Context: an optimization exercise on an open-source flow, tuned for small area and a short achievable clock period. The choices shown serve that exercise and are no tape-out recipe.
At most, simulation tests tie the RTL to the original design; equivalence was not proved.
Power is estimated from default activity; no workload was simulated.

==> flow/design.v <==
module gca_dlnv(
    input [31:0]    coord0,
    input [31:0]    coord1,
    input           ld,
    input           step,
    input           CLK,
    output          FC,
    output [20:0]   ADDR
);
    wire [10:0] xs = coord0[10:0];
    wire [9:0]  ys = coord0[20:11];
    wire [10:0] x1 = coord1[10:0];
    wire [9:0]  y1 = coord1[20:11];
    reg  [10:0] x;
    reg  [9:0]  y;
    reg         sx, sy;      
    reg  [10:0] dx;          
    reg  [9:0]  dy;          
    reg  [11:0] q;           
    reg         xmaj_n;      
    reg  [11:0] h;           
    reg         eqx, eqy;    
    wire xmaj = q[11];
    wire [11:0] tx  = {1'b0, x1} + {1'b0, ~xs};
    wire [10:0] ty  = {1'b0, y1} + {1'b0, ~ys};
    wire [10:0] tx1 = x1 + ~xs + 11'd1;
    wire [9:0]  ty1 = y1 + ~ys + 10'd1;
    wire [10:0] adx = tx[11] ? tx1 : ~tx[10:0];
    wire [9:0]  ady = ty[10] ? ty1 : ~ty[9:0];
    wire [11:0] qn = {2'b0, dy} - {1'b0, dx};
    wire [11:0] h0 = q + (xmaj_n ? ~{3'b0, dy[9:1]} : {2'b0, dx[10:1]});
    wire gox = xmaj | h[11];         
    wire goy = xmaj_n | ~h[11];      
    wire both = gox & goy;
    wire [11:0] sa = xmaj ? {2'b0, dy} : ~{1'b0, dx};
    wire [11:0] hs = h + (both ? q : sa) + {11'd0, ~both & xmaj_n};
    wire mx = step & gox;
    wire my = step & goy;
    wire [10:0] wx = x ^ {11{sx}};
    wire [9:0]  wy = y ^ {10{sy}};
    wire [10:0] fx;
    wire [9:0]  fy;
    assign fx[0] = 1'b1;
    assign fy[0] = 1'b1;
    genvar i;
    generate
        for (i = 1; i < 11; i = i + 1) begin : gfx
            assign fx[i] = &wx[i-1:0];
        end
        for (i = 1; i < 10; i = i + 1) begin : gfy
            assign fy[i] = &wy[i-1:0];
        end
    endgenerate
    wire [10:0] ex = x ^ x1;
    wire [9:0]  ey = y ^ y1;
    wire eqx_hold = ~|ex;
    wire eqy_hold = ~|ey;
    wire eqx_step = ex == fx;
    wire eqy_step = ey == fy;
    assign ADDR = {y, x};
    assign FC = ~ld & (xmaj ? eqx : eqy);
    always @(posedge CLK) begin
        x <= ld ? xs : x ^ ({11{mx}} & fx);
        y <= ld ? ys : y ^ ({10{my}} & fy);
        eqx <= (mx & ~ld) ? eqx_step : eqx_hold;
        eqy <= (my & ~ld) ? eqy_step : eqy_hold;
        sx <= ~tx[11];
        sy <= ~ty[10];
        dx <= adx;
        dy <= ady;
        q <= qn;
        xmaj_n <= ~qn[11];
        if (ld) begin
            h <= h0;
        end else if (step) begin
            h <= hs;
        end
    end
endmodule
Settings: LEC_CHECK=0, CAP_MARGIN=20, CORE_MARGIN=2, CORE_UTILIZATION=40, SETUP_SLACK_MARGIN=2.2, SLEW_MARGIN=20; clock period 5.0 ns.
standard.sh (not shown) runs the stock make flow with config.mk's settings and CLKGATE_MAP_FILE= SYNTH_SCRIPT=/design/flow/synth_recipe.tcl, a recipe that flattens the netlist after the stock synthesis.
==> flow/flow/run.sh <==
#!/bin/bash
# Own layout flow: the standard ORFS flow (standard.sh) with
#  - ORFS's full/half-adder extraction turned off, so ABC maps the adders
#  - a shorter ABC mapping script (structural choices, then delay mapping)
#  - plain buffers on the ports instead of the delay cells ORFS picks
#  - a clock tree with larger sink clusters and no dummy loads
set -euo pipefail
here=$(pwd)
rm -rf "$here/scripts_mod"
cp -r "$FLOW_HOME/scripts" "$here/scripts_mod"
cp "$here/flow/abc_speed.script" "$here/scripts_mod/abc_speed.script"
export SCRIPTS_DIR="$here/scripts_mod"
export ADDER_MAP_FILE=
export BUFFER_PORTS_ARGS="-buffer_cell sky130_fd_sc_hd__buf_1"
export CTS_ARGS="-sink_clustering_enable -repair_clock_nets -dont_use_dummy_load -sink_clustering_size 40 -sink_clustering_max_diameter 150 -buf_list {sky130_fd_sc_hd__clkbuf_4}"
bash standard.sh > standard.log 2>&1
==> flow/flow/abc_speed.script <==
&get -n
&st
&dch
&nf
&put
Then changed:
--- a/flow/design.v
+++ b/flow/design.v
@@ -26,16 +26,18 @@
     wire [10:0] tx1 = x1 + ~xs + 11'd1;
     wire [9:0]  ty1 = y1 + ~ys + 10'd1;
     wire [10:0] adx = tx[11] ? tx1 : ~tx[10:0];
     wire [9:0]  ady = ty[10] ? ty1 : ~ty[9:0];
     wire [11:0] qn = {2'b0, dy} - {1'b0, dx};
-    wire [11:0] h0 = q + (xmaj_n ? ~{3'b0, dy[9:1]} : {2'b0, dx[10:1]});
+    wire [11:0] sa = xmaj ? {2'b0, dy} : ~{1'b0, dx};
+    wire [12:0] h2 = {q[11], q} + {sa[11], sa};
+    wire [11:0] h0 = h2[12:1];
     wire gox = xmaj | h[11];         
     wire goy = xmaj_n | ~h[11];      
     wire both = gox & goy;
-    wire [11:0] sa = xmaj ? {2'b0, dy} : ~{1'b0, dx};
-    wire [11:0] hs = h + (both ? q : sa) + {11'd0, ~both & xmaj_n};
+    wire [11:0] hm = both ? q : sa;
+    wire [11:0] hs = h + (hm & {12{step}}) + {11'd0, step & ~both & xmaj_n};
     wire mx = step & gox;
     wire my = step & goy;
     wire [10:0] wx = x ^ {11{sx}};
     wire [9:0]  wy = y ^ {10{sy}};
     wire [10:0] fx;
@@ -68,12 +70,8 @@
         sy <= ~ty[10];
         dx <= adx;
         dy <= ady;
         q <= qn;
         xmaj_n <= ~qn[11];
-        if (ld) begin
-            h <= h0;
-        end else if (step) begin
-            h <= hs;
-        end
+        h <= ld ? h0 : hs;
     end
 endmodule
After rerunning:
- worst hold slack gets better by 0.019 ns
- register-to-register slack improved by 0.04 ns
- critical path depth came out lower by 7
- routed wire length grows by 5.2%
- setup slack stays flat
- via count climbs by 2.5%
- combinational power shrinks by 25%
- power fell by 19%
For the second run of this note, only the layout was checked, not whether the RTL still works.

Starts from the design.v that is shown in full above.
export LEC_CHECK = 0
export CAP_MARGIN = 20
export CORE_MARGIN = 2
export CORE_UTILIZATION = 40
export SETUP_SLACK_MARGIN = 2.3
export SLEW_MARGIN = 20
create_clock -name core_clock -period 5.0 [get_ports {CLK}]
Scripts as last shown in full above: flow/flow/run.sh, flow/flow/abc_speed.script
Then changed:
--- a/flow/design.v
+++ b/flow/design.v
@@ -34,5 +34,6 @@
     wire both = gox & goy;
     wire [11:0] sa = xmaj ? {2'b0, dy} : ~{1'b0, dx};
-    wire [11:0] hs = h + (both ? q : sa) + {11'd0, ~both & xmaj_n};
+    wire [11:0] hm = both ? q : sa;
+    wire [11:0] hs = h + (hm & {12{step}}) + {11'd0, step & ~both & xmaj_n};
     wire mx = step & gox;
     wire my = step & goy;
@@ -71,9 +72,5 @@
         q <= qn;
         xmaj_n <= ~qn[11];
-        if (ld) begin
-            h <= h0;
-        end else if (step) begin
-            h <= hs;
-        end
+        h <= ld ? h0 : hs;
     end
 endmodule
Outcome:
- utilization decreases by 0.45 points
- die area decreases by 1.2%
- cell area decreases by about 1.7%
- worst setup slack gets better by 5.9 ps
- cell count decreases by about 0.9%

Starts from the design.v that is shown in full above.
clock: 5.0 ns
lec_check: 0
cap_margin: 20
core_margin: 2
core_utilization: 40
setup_slack_margin: 2.0
slew_margin: 20
==> flow/flow/run.sh <==
#!/bin/bash
# Own layout flow: the standard ORFS flow (standard.sh) with
#  - ORFS's full/half-adder extraction turned off, so ABC maps the adders
#  - a shorter ABC mapping script (structural choices, then delay mapping)
#  - plain buffers on the ports instead of the delay cells ORFS picks
#  - a clock tree with larger sink clusters and no dummy loads
set -euo pipefail
here=$(pwd)
rm -rf "$here/scripts_mod"
cp -r "$FLOW_HOME/scripts" "$here/scripts_mod"
cp "$here/flow/abc_speed.script" "$here/scripts_mod/abc_speed.script"
export SCRIPTS_DIR="$here/scripts_mod"
export ADDER_MAP_FILE=
export BUFFER_PORTS_ARGS="-buffer_cell sky130_fd_sc_hd__buf_1"
export CTS_ARGS="-sink_clustering_enable -repair_clock_nets -dont_use_dummy_load -sink_clustering_size ${CTS_SINKS:-20} -buf_list {sky130_fd_sc_hd__clkbuf_4 sky130_fd_sc_hd__clkbuf_8}"
bash standard.sh > standard.log 2>&1
Scripts as last shown in full above: flow/flow/abc_speed.script
Change:
==> flow/design.v (replaced) <==
module gca_dlnv(
    input [31:0]    coord0,
    input [31:0]    coord1,
    input           ld,
    input           step,
    input           CLK,
    output          FC,
    output [20:0]   ADDR
);
    wire [10:0] xs = coord0[10:0];
    wire [9:0]  ys = coord0[20:11];
    wire [10:0] x1 = coord1[10:0];
    wire [9:0]  y1 = coord1[20:11];
    reg  [10:0] x;
    reg  [9:0]  y;
    reg         sx, sy;      
    reg  [10:0] dx;          
    reg  [9:0]  dy;          
    reg         xmaj;        
    reg         xmaj_n;      
    reg         xmaj_m;      
    reg  [11:0] h;           
    reg         eqx, eqy;    
    wire [11:0] tx  = {1'b0, x1} + {1'b0, ~xs};
    wire [10:0] ty  = {1'b0, y1} + {1'b0, ~ys};
    wire [10:0] tx1 = x1 + ~xs + 11'd1;
    wire [9:0]  ty1 = y1 + ~ys + 10'd1;
    wire [10:0] adx = tx[11] ? tx1 : ~tx[10:0];
    wire [9:0]  ady = ty[10] ? ty1 : ~ty[9:0];
    wire        cmp = dx >= {1'b0, dy};
    wire gox = xmaj | h[11];         
    wire goy = xmaj_n | ~h[11];      
    wire [11:0] sa  = xmaj_m ? {2'b0, dy} : {3'b0, dy[9:1]};
    wire [11:0] sb  = xmaj_m ? ~{2'b0, dx[10:1]} : ~{1'b0, dx};
    wire        sci = xmaj_m ? ~dx[0] : dy[0];
    wire [11:0] h0  = sa + sb + {11'd0, sci};
    wire [11:0] pa = {2'b0, dy & {10{gox}}};
    wire [11:0] pb = ~{1'b0, dx & {11{goy}}};
    wire [11:0] cs = h ^ pa ^ pb;
    wire [11:0] cc = (h & pa) | (h & pb) | (pa & pb);
    wire [11:0] hs = cs + {cc[10:0], 1'b1};
    wire mx = step & ~ld & gox;
    wire my = step & ~ld & goy;
    wire [10:0] wx = x ^ {11{sx}};
    wire [9:0]  wy = y ^ {10{sy}};
    wire [10:0] fx;
    wire [9:0]  fy;
    assign fx[0] = 1'b1;
    assign fy[0] = 1'b1;
    genvar i;
    generate
        for (i = 1; i < 11; i = i + 1) begin : gfx
            assign fx[i] = &wx[i-1:0];
        end
        for (i = 1; i < 10; i = i + 1) begin : gfy
            assign fy[i] = &wy[i-1:0];
        end
    endgenerate
    wire [10:0] xn = ld ? xs : x ^ ({11{mx}} & fx);
    wire [9:0]  yn = ld ? ys : y ^ ({10{my}} & fy);
    assign ADDR = {y, x};
    assign FC = ~ld & (xmaj ? eqx : eqy);
    always @(posedge CLK) begin
        x <= xn;
        y <= yn;
        eqx <= xn == x1;
        eqy <= yn == y1;
        sx <= ~tx[11];
        sy <= ~ty[10];
        dx <= adx;
        dy <= ady;
        xmaj <= cmp;
        xmaj_n <= ~cmp;
        xmaj_m <= cmp;
        if (ld) begin
            h <= h0;
        end else if (step) begin
            h <= hs;
        end
    end
endmodule
After rerunning: The new run produced a clean layout; final cell count went down by 6.7%; clock skew barely changes; worst setup slack loses 67 ps; die area went down by 4.6%; total power went up by 14%; area after synthesis went down by 4.8%; maximum frequency went down by 2.3%; routed wire length went up by 4.8%; via count went down by 0.54%.

== run P ==
Another version of the RTL of gca_dlnv (not shown whole).
For scale: roughly 640 cells after synthesis, roughly 60 flip-flops, ~89 I/O pins, roughly 0.0053 mm2 of cells after synthesis.
==> module gca_dlnv, before the edit <==
module gca_dlnv(
    input [31:0]    coord0,
    input [31:0]    coord1,
    input           ld,
    input           step,
    input           CLK,
    output          FC,
    output [20:0]   ADDR
);
    wire [10:0] xs = coord0[10:0];
    wire [9:0]  ys = coord0[20:11];
    wire [10:0] x1 = coord1[10:0];
    wire [9:0]  y1 = coord1[20:11];
    reg  [10:0] x;
    reg  [9:0]  y;
    reg         sx, sy;      
    reg  [10:0] dx;          
    reg  [9:0]  dy;          
    reg         xmaj;        
    reg         xmaj_n;      
    reg  [11:0] h;           
    reg         eqx, eqy;    
    wire [11:0] tx = {1'b0, xs} + {1'b0, ~x1} + {11'd0, sx};
    wire [10:0] ty = {1'b0, ys} + {1'b0, ~y1} + {10'd0, sy};
    wire        cmp = dx >= {1'b0, dy};
    wire gox = xmaj | h[11];         
    wire goy = xmaj_n | ~h[11];      
    wire [11:0] sa  = cmp ? {2'b0, dy} : {3'b0, dy[9:1]};
    wire [11:0] sb  = cmp ? ~{2'b0, dx[10:1]} : ~{1'b0, dx};
    wire        sci = cmp ? ~dx[0] : dy[0];
    wire [11:0] h0  = sa + sb + {11'd0, sci};
    wire [11:0] pa = {2'b0, dy & {10{gox}}};
    wire [11:0] pb = ~{1'b0, dx & {11{goy}}};
    wire [11:0] cs = h ^ pa ^ pb;
    wire [11:0] cc = (h & pa) | (h & pb) | (pa & pb);
    wire [11:0] hs = cs + {cc[10:0], 1'b1};
    wire mx = step & ~ld & gox;
    wire my = step & ~ld & goy;
    wire [10:0] wx = x ^ {11{sx}};
    wire [9:0]  wy = y ^ {10{sy}};
    wire [10:0] fx;
    wire [9:0]  fy;
    assign fx[0] = 1'b1;
    assign fy[0] = 1'b1;
    genvar i;
    generate
        for (i = 1; i < 11; i = i + 1) begin : gfx
            assign fx[i] = &wx[i-1:0];
        end
        for (i = 1; i < 10; i = i + 1) begin : gfy
            assign fy[i] = &wy[i-1:0];
        end
    endgenerate
    wire [10:0] ex = x ^ x1;
    wire [9:0]  ey = y ^ y1;
    wire eqx_hold = ~|ex;
    wire eqy_hold = ~|ey;
    wire eqx_step = ex == fx;
    wire eqy_step = ey == fy;
    assign ADDR = {y, x};
    assign FC = ~ld & (xmaj ? eqx : eqy);
    always @(posedge CLK) begin
        x <= ld ? xs : x ^ ({11{mx}} & fx);
        y <= ld ? ys : y ^ ({10{my}} & fy);
        eqx <= mx ? eqx_step : eqx_hold;
        eqy <= my ? eqy_step : eqy_hold;
        if (ld) begin
            sx <= tx[11];
            sy <= ty[10];
            dx <= tx[10:0] ^ {11{~sx}};
            dy <= ty[9:0] ^ {10{~sy}};
            xmaj <= cmp;
            xmaj_n <= ~cmp;
            h <= h0;
        end else if (step) begin
            h <= hs;
        end
    end
endmodule
Settings: LEC_CHECK=0, CAP_MARGIN=20, CORE_MARGIN=2, CORE_UTILIZATION=40, CTS_BUF_LIST=sky130_fd_sc_hd__clkbuf_4 sky130_fd_sc_hd__clkbuf_8, SETUP_SLACK_MARGIN=1.8, SLEW_MARGIN=20; clock period 5.0 ns.
==> flow/flow/run.sh <==
#!/bin/bash
# Own layout flow: the standard ORFS flow (standard.sh) with
#  - ORFS's full/half-adder extraction turned off, so ABC maps the adders
#  - a shorter ABC mapping script (structural choices, then delay mapping)
#  - plain buffers on the ports instead of the delay cells ORFS picks
set -euo pipefail
here=$(pwd)
rm -rf "$here/scripts_mod"
cp -r "$FLOW_HOME/scripts" "$here/scripts_mod"
cp "$here/flow/abc_speed.script" "$here/scripts_mod/abc_speed.script"
export SCRIPTS_DIR="$here/scripts_mod"
export ADDER_MAP_FILE=
export BUFFER_PORTS_ARGS="-buffer_cell sky130_fd_sc_hd__buf_1"
bash standard.sh > standard.log 2>&1
Scripts as last shown in full above: flow/flow/abc_speed.script
What run F does differently from run P at the input level:
diff --git a/flow/design.v b/flow/design.v
--- a/flow/design.v
+++ b/flow/design.v
@@ -18,16 +18,21 @@
     reg  [9:0]  dy;          
     reg         xmaj;        
     reg         xmaj_n;      
+    reg         xmaj_m;      
     reg  [11:0] h;           
     reg         eqx, eqy;    
-    wire [11:0] tx = {1'b0, xs} + {1'b0, ~x1} + {11'd0, sx};
-    wire [10:0] ty = {1'b0, ys} + {1'b0, ~y1} + {10'd0, sy};
+    wire [11:0] tx  = {1'b0, x1} + {1'b0, ~xs};
+    wire [10:0] ty  = {1'b0, y1} + {1'b0, ~ys};
+    wire [10:0] tx1 = x1 + ~xs + 11'd1;
+    wire [9:0]  ty1 = y1 + ~ys + 10'd1;
+    wire [10:0] adx = tx[11] ? tx1 : ~tx[10:0];
+    wire [9:0]  ady = ty[10] ? ty1 : ~ty[9:0];
     wire        cmp = dx >= {1'b0, dy};
     wire gox = xmaj | h[11];         
     wire goy = xmaj_n | ~h[11];      
-    wire [11:0] sa  = cmp ? {2'b0, dy} : {3'b0, dy[9:1]};
-    wire [11:0] sb  = cmp ? ~{2'b0, dx[10:1]} : ~{1'b0, dx};
-    wire        sci = cmp ? ~dx[0] : dy[0];
+    wire [11:0] sa  = xmaj_m ? {2'b0, dy} : {3'b0, dy[9:1]};
+    wire [11:0] sb  = xmaj_m ? ~{2'b0, dx[10:1]} : ~{1'b0, dx};
+    wire        sci = xmaj_m ? ~dx[0] : dy[0];
     wire [11:0] h0  = sa + sb + {11'd0, sci};
     wire [11:0] pa = {2'b0, dy & {10{gox}}};
     wire [11:0] pb = ~{1'b0, dx & {11{goy}}};
@@ -64,13 +69,14 @@
         y <= ld ? ys : y ^ ({10{my}} & fy);
         eqx <= mx ? eqx_step : eqx_hold;
         eqy <= my ? eqy_step : eqy_hold;
+        sx <= ~tx[11];
+        sy <= ~ty[10];
+        dx <= adx;
+        dy <= ady;
+        xmaj <= cmp;
+        xmaj_n <= ~cmp;
+        xmaj_m <= cmp;
         if (ld) begin
-            sx <= tx[11];
-            sy <= ty[10];
-            dx <= tx[10:0] ^ {11{~sx}};
-            dy <= ty[9:0] ^ {10{~sy}};
-            xmaj <= cmp;
-            xmaj_n <= ~cmp;
             h <= h0;
         end else if (step) begin
             h <= hs;
Results
In summary, run F completed successfully, with a layout that passed the timing, design-rule and antenna checks. Run P has a lower global-route usage than run F. Maximum resistive drop on vdd: run F vs run P up about 46%. [compare] base=run P new=run F: flip-flop and latch count saw little to no change; area of the placeable core picked up an extra about 5%; count of placed standard cells including taps shows an increase of 109; overall power now larger. Register share of total power: higher on run P. Run F: post-synth net total about 15% above run P.
Function was not checked in any run of this note: the RTL went through the layout flow alone.

-- static timing again, ports no longer ideal --
Ports are ideal in the flow. The routed layouts listed here were re-timed in OpenROAD. Step 1, drivers: a clkbuf_16 drives CLK and a buf_2 each remaining input, both assumed. Step 2 adds t to the input delays and takes it off the output delays; t is the mean of the earliest and latest rising clock arrival at the registers after step 1. Input paths then give back, and output paths get back, about the clock's delay inside the block. a / b / c = ideal / step 1 / step 2; a / b = the first two.
run | t, ns | setup WS [ns] | worst slew at a driven data input, ns
the first run of note 1 | 0.441 | 2.287 / 2.287 / 1.873 | 0.03
the second run of note 1 | 0.459 | 2.288 / 2.262 / 1.891 | 0.03
the first run of note 2 | 0.462 | 2.352 / 2.352 / 1.948 | 0.04
the second run of note 2 | 0.461 | 2.358 / 2.368 / 1.908 | 0.03
the first run of note 3 | 0.384 | 2.128 / 2.140 / 1.756 | 0.04
the second run of note 3 | 0.377 | 2.061 / 2.061 / 1.776 | 0.03
run P | 0.389 | 1.724 / 1.724 / 1.539 | 0.04
run F | 0.382 | 1.913 / 1.913 / 1.743 | 0.03
After both steps every run listed still meets setup and hold. The setup slack of the second run of note 2, which loses most, moves by +0.010 ns with the drivers and by -0.450 ns with both steps.
